Context: an optimization exercise on an open-source flow, tuned for small area. The choices shown serve that exercise and are no tape-out recipe.
The RTL was checked by simulation tests, not by an equivalence proof against the original design.
Power is estimated from default activity; no workload was simulated.

Setup of run 1:
Design ride_fsm, start of the top module:
module ride_fsm #(
  parameter int DEBOUNCE_CYCLES = 3,
  parameter int PERSIST_CYCLES  = 5,
  parameter int SHUTDOWN_TIMEOUT= 20
)(
  input  logic clk,
  input  logic rst_n,
  input  logic vibration_raw,
  input  logic queue_raw,
  input  logic brake_raw,
  input  logic restraint_raw,
  input  logic mask_vibration,
  input  logic mask_queue,
  input  logic mask_brake,
  input  logic mask_restraint,
  output logic [1:0] state,
  output logic alarm,
  output logic [2:0] fault_code
);
  logic [3:0] raw, db, r1, r2, nxt_db;
  assign raw = {queue_raw, vibration_raw, brake_raw, restraint_raw};
  always_comb
    for (int i = 0; i < 4; i++)
      nxt_db[i] = (raw[i] & r1[i] & r2[i]) | (db[i] & (raw[i] | r1[i] | r2[i]));
  always_ff @(posedge clk or negedge rst_n) begin
    if (!rst_n) begin
      db <= 4'b0;
      r1 <= 4'b0;
    end else begin
      db <= nxt_db;
      r1 <= raw;
    end
  end
  always_ff @(posedge clk) r2 <= r1;
  logic res, brk, vib, que, any_flag;
  assign res = db[0] & ~mask_restraint;
  assign brk = db[1] & ~mask_brake;
  assign vib = db[2] & ~mask_vibration;
  assign que = db[3] & ~mask_queue;
  assign any_flag = res | brk | vib | que;
  always_comb begin
    if (res)      fault_code = 3'd1;
    else if (brk) fault_code = 3'd2;
    else if (vib) fault_code = 3'd3;
    else if (que) fault_code = 3'd4;
    else          fault_code = 3'd0;
  end
  logic [1:0] cur_state, nxt_state;
  logic [4:0] pc;
  logic p_ge5, p_ge20;
  assign p_ge5  = pc[4];
  assign p_ge20 = pc[3] & ~pc[2] & ~pc[1] & ~pc[0];
  always_ff @(posedge clk) begin
    if (!any_flag)                 pc <= 5'd0;
    else if (cur_state == 2'd0)    pc <= 5'd1;
    else                           pc <= {pc[3:0], ~(pc[4] ^ pc[1])};
  end
  always_comb begin
    nxt_state = cur_state;
    case (cur_state)
      2'd0: if (any_flag) nxt_state = 2'd1;
      2'd1: begin
        if (res || brk)     nxt_state = 2'd2;
        else if (p_ge5)     nxt_state = 2'd2;
        else if (!any_flag) nxt_state = 2'd0;
      end
      2'd2: begin
        if (p_ge20 || res)  nxt_state = 2'd3;
        else if (!any_flag) nxt_state = 2'd1;
      end
      default: nxt_state = 2'd3;
    endcase
  end
  always_ff @(posedge clk or negedge rst_n)
    if (!rst_n) cur_state <= 2'd0;
  ...
Size: about 19 flip-flops, ~16 I/O pins, ~780 µm² of cells after synthesis.
export LEC_CHECK = 0
export ABC_AREA = 1
export CAP_MARGIN = 20
export CORE_MARGIN = 2
export CORE_UTILIZATION = 70
export SLEW_MARGIN = 20
create_clock -name core_clock -period 5.0 [get_ports {clk}]
run.sh (not shown) runs the stock make flow with config.mk's settings and CLKGATE_MAP_FILE= SYNTH_SCRIPT=/design/flow/synth_recipe.tcl, a recipe that flattens the netlist after the stock synthesis.
Inputs modified between run 1 and run 2:
Settings: DIE_AREA newly set to 0 0 59.8 62.56; CTS_CLUSTER_DIAMETER newly set to 100; CTS_CLUSTER_SIZE newly set to 30; CORE_AREA newly set to 2.3 2.72 57.5 59.84; CORE_UTILIZATION removed (was 70); ABC_AREA removed (was 1); CORE_MARGIN removed (was 2).
==> flow/flow/run.sh (new file) <==
#!/bin/bash
# Own layout flow: the standard synthesis, then every combinational cell
# set to the smallest drive of its family, then the standard layout with
# buf_1 as the port buffer cell. Each tool's output goes to a log of its own.
set -euo pipefail
W=$(pwd)
R=$W/orfs/results/$FLOW_PLATFORM/ride_fsm/base
bash standard.sh synth > synth.log 2>&1
openroad -no_init -exit flow/downsize.tcl > downsize.log 2>&1
touch "$R/1_synth.sdc"
bash standard.sh "BUFFER_PORTS_ARGS=-buffer_cell sky130_fd_sc_hd__buf_1" finish > layout.log 2>&1
==> flow/flow/downsize.tcl (new file) <==
# Set each combinational cell of the synthesized netlist to the smallest-area
# cell of its family (same name up to the drive suffix).
set R [pwd]/orfs/results/$::env(FLOW_PLATFORM)/ride_fsm/base
read_db $R/1_synth.odb
set db [ord::get_db]
set dont {probe lpflow}
set n 0
foreach inst [[ord::get_db_block] getInsts] {
  set m [$inst getMaster]
  set name [$m getName]
  if {![regexp {^(sky130_fd_sc_hd__)([a-z0-9]+)_([0-9]+)$} $name -> pre base drv]} continue
  if {[string match "df*" $base] || [string match "sdf*" $base] || [string match "edf*" $base] || [string match "dl*" $base]} continue
  set best $m
  set barea [expr {[$m getWidth] * [$m getHeight]}]
  foreach d {0 1 2 3 4 6 8 12 16} {
    set alt [$db findMaster "${pre}${base}_$d"]
    if {$alt eq "NULL"} continue
    set a [expr {[$alt getWidth] * [$alt getHeight]}]
    if {$a < $barea} { set best $alt; set barea $a }
  }
  if {$best ne $m} {
    puts "[$inst getName]: $name -> [$best getName]"
    $inst swapMaster $best
    incr n
  }
}
puts "downsized $n cells"
write_db $R/1_synth.odb
==> flow/standard.sh (new file) <==
#!/bin/bash
# synth_recipe.tcl (not shown) runs the flow's synth.tcl, then flattens the netlist and writes it again
# the make line also repeats each setting of config.mk as NAME=value (left out here)
make -C /OpenROAD-flow-scripts/flow DESIGN_CONFIG=/design/flow/config.mk WORK_HOME=/design/flow/orfs CLKGATE_MAP_FILE= SYNTH_SCRIPT=/design/flow/synth_recipe.tcl "${@:-finish}"
removed: flow/run.sh
Results
Run 1 | status: complete | timing, DRC, antenna: pass
Run 2 did not stop at any stage, and its layout met the timing, DRC and antenna checks.
Run 2 ended up with a lower number of non-clock inverters than run 1 did.
Against run 1 as the reference, run 2 delivers a lower routed wire length.
Shortest period the worst path allows: run 2 < run 1
Per the comparison of run 2 with run 1, highest clock rate up 0.072 GHz, global-route total usage across every layer shows a reduction of 21 points, worst setup slack rose 0.69 ns.
Summary of run 2 over run 1: core utilization decreased by 65 points relative to the old numbers, net count after synthesis decreased by about 28% relative to the old numbers, share of power burned in the clock network increased by 7.2 points relative to the old numbers, clock-pin slew on the worst setup and hold paths closely matched the old numbers.
Measured against each other, run 2 and run 1 differ in proportion of cell area occupied by multi-input gates, the higher figure coming from run 1.
What run 3 does differently from run 2 at the input level:
Settings: removing CTS_CLUSTER_DIAMETER (formerly 100); removing CTS_CLUSTER_SIZE (formerly 30).
==> flow/run.sh (new file) <==
#!/bin/bash
# synth_recipe.tcl (not shown) runs the flow's synth.tcl, then flattens the netlist and writes it again
# the make line also repeats each setting of config.mk as NAME=value (left out here)
make -C /OpenROAD-flow-scripts/flow DESIGN_CONFIG=/design/flow/config.mk WORK_HOME=/design/flow/orfs CLKGATE_MAP_FILE= SYNTH_SCRIPT=/design/flow/synth_recipe.tcl finish
removed: flow/flow/run.sh
removed: flow/flow/downsize.tcl
removed: flow/standard.sh
Results
Lower area growth from synthesis to layout was reported by run 2, not run 3. Run 3 vs run 2, signal arrival time at the worst endpoint went up by 0.77 ns. Global-route wire length before repair, run 3 vs run 2: down by a few percent. Compared with run 2, run 3 shows a higher total non-filler cell area in the finished layout. Run 3 vs run 2, worst setup slack went down by 0.77 ns. Portion of the clock cycle consumed by the worst path in the final layout for run 3: 15 points up relative to run 2. From run 2 to run 3 the numbers moved as follows: total power consumption of the routed design went up 14 µW, weighted congestion reported at the end of routability-driven placement went down about 7%.
> inputs changed (run 3 -> run 4)
==> flow/flow/run.sh (new file) <==
#!/bin/bash
# Own layout flow: the standard synthesis, then every combinational cell
# set to the smallest drive of its family, then the standard layout with
# buf_1 as the port buffer cell. Each tool's output goes to a log of its own.
set -euo pipefail
W=$(pwd)
R=$W/orfs/results/$FLOW_PLATFORM/ride_fsm/base
bash standard.sh synth > synth.log 2>&1
openroad -no_init -exit flow/downsize.tcl > downsize.log 2>&1
touch "$R/1_synth.sdc"
bash standard.sh "BUFFER_PORTS_ARGS=-buffer_cell sky130_fd_sc_hd__buf_1" finish > layout.log 2>&1
==> flow/flow/downsize.tcl (new file) <==
# Set each combinational cell of the synthesized netlist to the smallest-area
# cell of its family (same name up to the drive suffix).
set R [pwd]/orfs/results/$::env(FLOW_PLATFORM)/ride_fsm/base
read_db $R/1_synth.odb
set db [ord::get_db]
set dont {probe lpflow}
set n 0
foreach inst [[ord::get_db_block] getInsts] {
  set m [$inst getMaster]
  set name [$m getName]
  if {![regexp {^(sky130_fd_sc_hd__)([a-z0-9]+)_([0-9]+)$} $name -> pre base drv]} continue
  if {[string match "df*" $base] || [string match "sdf*" $base] || [string match "edf*" $base] || [string match "dl*" $base]} continue
  set best $m
  set barea [expr {[$m getWidth] * [$m getHeight]}]
  foreach d {0 1 2 3 4 6 8 12 16} {
    set alt [$db findMaster "${pre}${base}_$d"]
    if {$alt eq "NULL"} continue
    set a [expr {[$alt getWidth] * [$alt getHeight]}]
    if {$a < $barea} { set best $alt; set barea $a }
  }
  if {$best ne $m} {
    puts "[$inst getName]: $name -> [$best getName]"
    $inst swapMaster $best
    incr n
  }
}
puts "downsized $n cells"
write_db $R/1_synth.odb
==> flow/standard.sh (new file) <==
#!/bin/bash
# synth_recipe.tcl (not shown) runs the flow's synth.tcl, then flattens the netlist and writes it again
# the make line also repeats each setting of config.mk as NAME=value (left out here)
make -C /OpenROAD-flow-scripts/flow DESIGN_CONFIG=/design/flow/config.mk WORK_HOME=/design/flow/orfs CLKGATE_MAP_FILE= SYNTH_SCRIPT=/design/flow/synth_recipe.tcl "${@:-finish}"
removed: flow/run.sh
==> comparison <==
- Run 3: done, clean on timing, DRC and antenna
- Run 4 went all the way through synthesis, placement and routing and the layout is clean on timing, DRC and antenna.
- Looking at overall power across both flows, run 4 is the stronger of the two, with run 3 trailing.
- Total wirelength of the detailed-routed design for run 4: 100 µm down relative to run 3
- Run 4 ended up with a lower endpoint arrival time on the critical path than run 3 did.
- Global routing's busiest layer = met1: run 3; global routing's busiest layer = met2: run 4

what the ideal ports hide:
No port has a modelled driver above. Below, the same layouts with a new extraction and two added sets of constraints.
Step 1, drivers: a clkbuf_16 drives clk and a buf_2 each remaining input, both assumed.
Step 2, shift: input delay + t, output delay - t, t = (earliest + latest rising clock arrival at the registers) / 2. This alone moves slack from input paths to output paths.
Slacks: ideal / step 1 / step 2; pairs: ideal / step 1.
| run | shift t [ns] | setup WS [ns] | hold slack, ns | latest minus earliest clock arrival (ns) | worst slew at a driven data input, ns |
|---|---|---|---|---|---|
| run 1 | 0.304 | 1.545 / 1.523 / 1.523 | 0.414 / 0.414 / 0.414 | 0.002 / 0.002 | 0.05 |
| run 2 | 0.315 | 2.235 / 2.211 / 2.211 | 0.375 / 0.375 / 0.375 | 0.004 / 0.004 | 0.03 |
| run 3 | 0.309 | 1.461 / 1.435 / 1.435 | 0.378 / 0.378 / 0.378 | 0.013 / 0.013 | 0.03 |
| run 4 | 0.315 | 2.235 / 2.211 / 2.211 | 0.375 / 0.375 / 0.375 | 0.004 / 0.004 | 0.03 |
After both steps setup and hold are still met in every run listed. The setup slack of run 3, which loses most, moves by -0.026 ns with the drivers and by -0.026 ns with both steps.
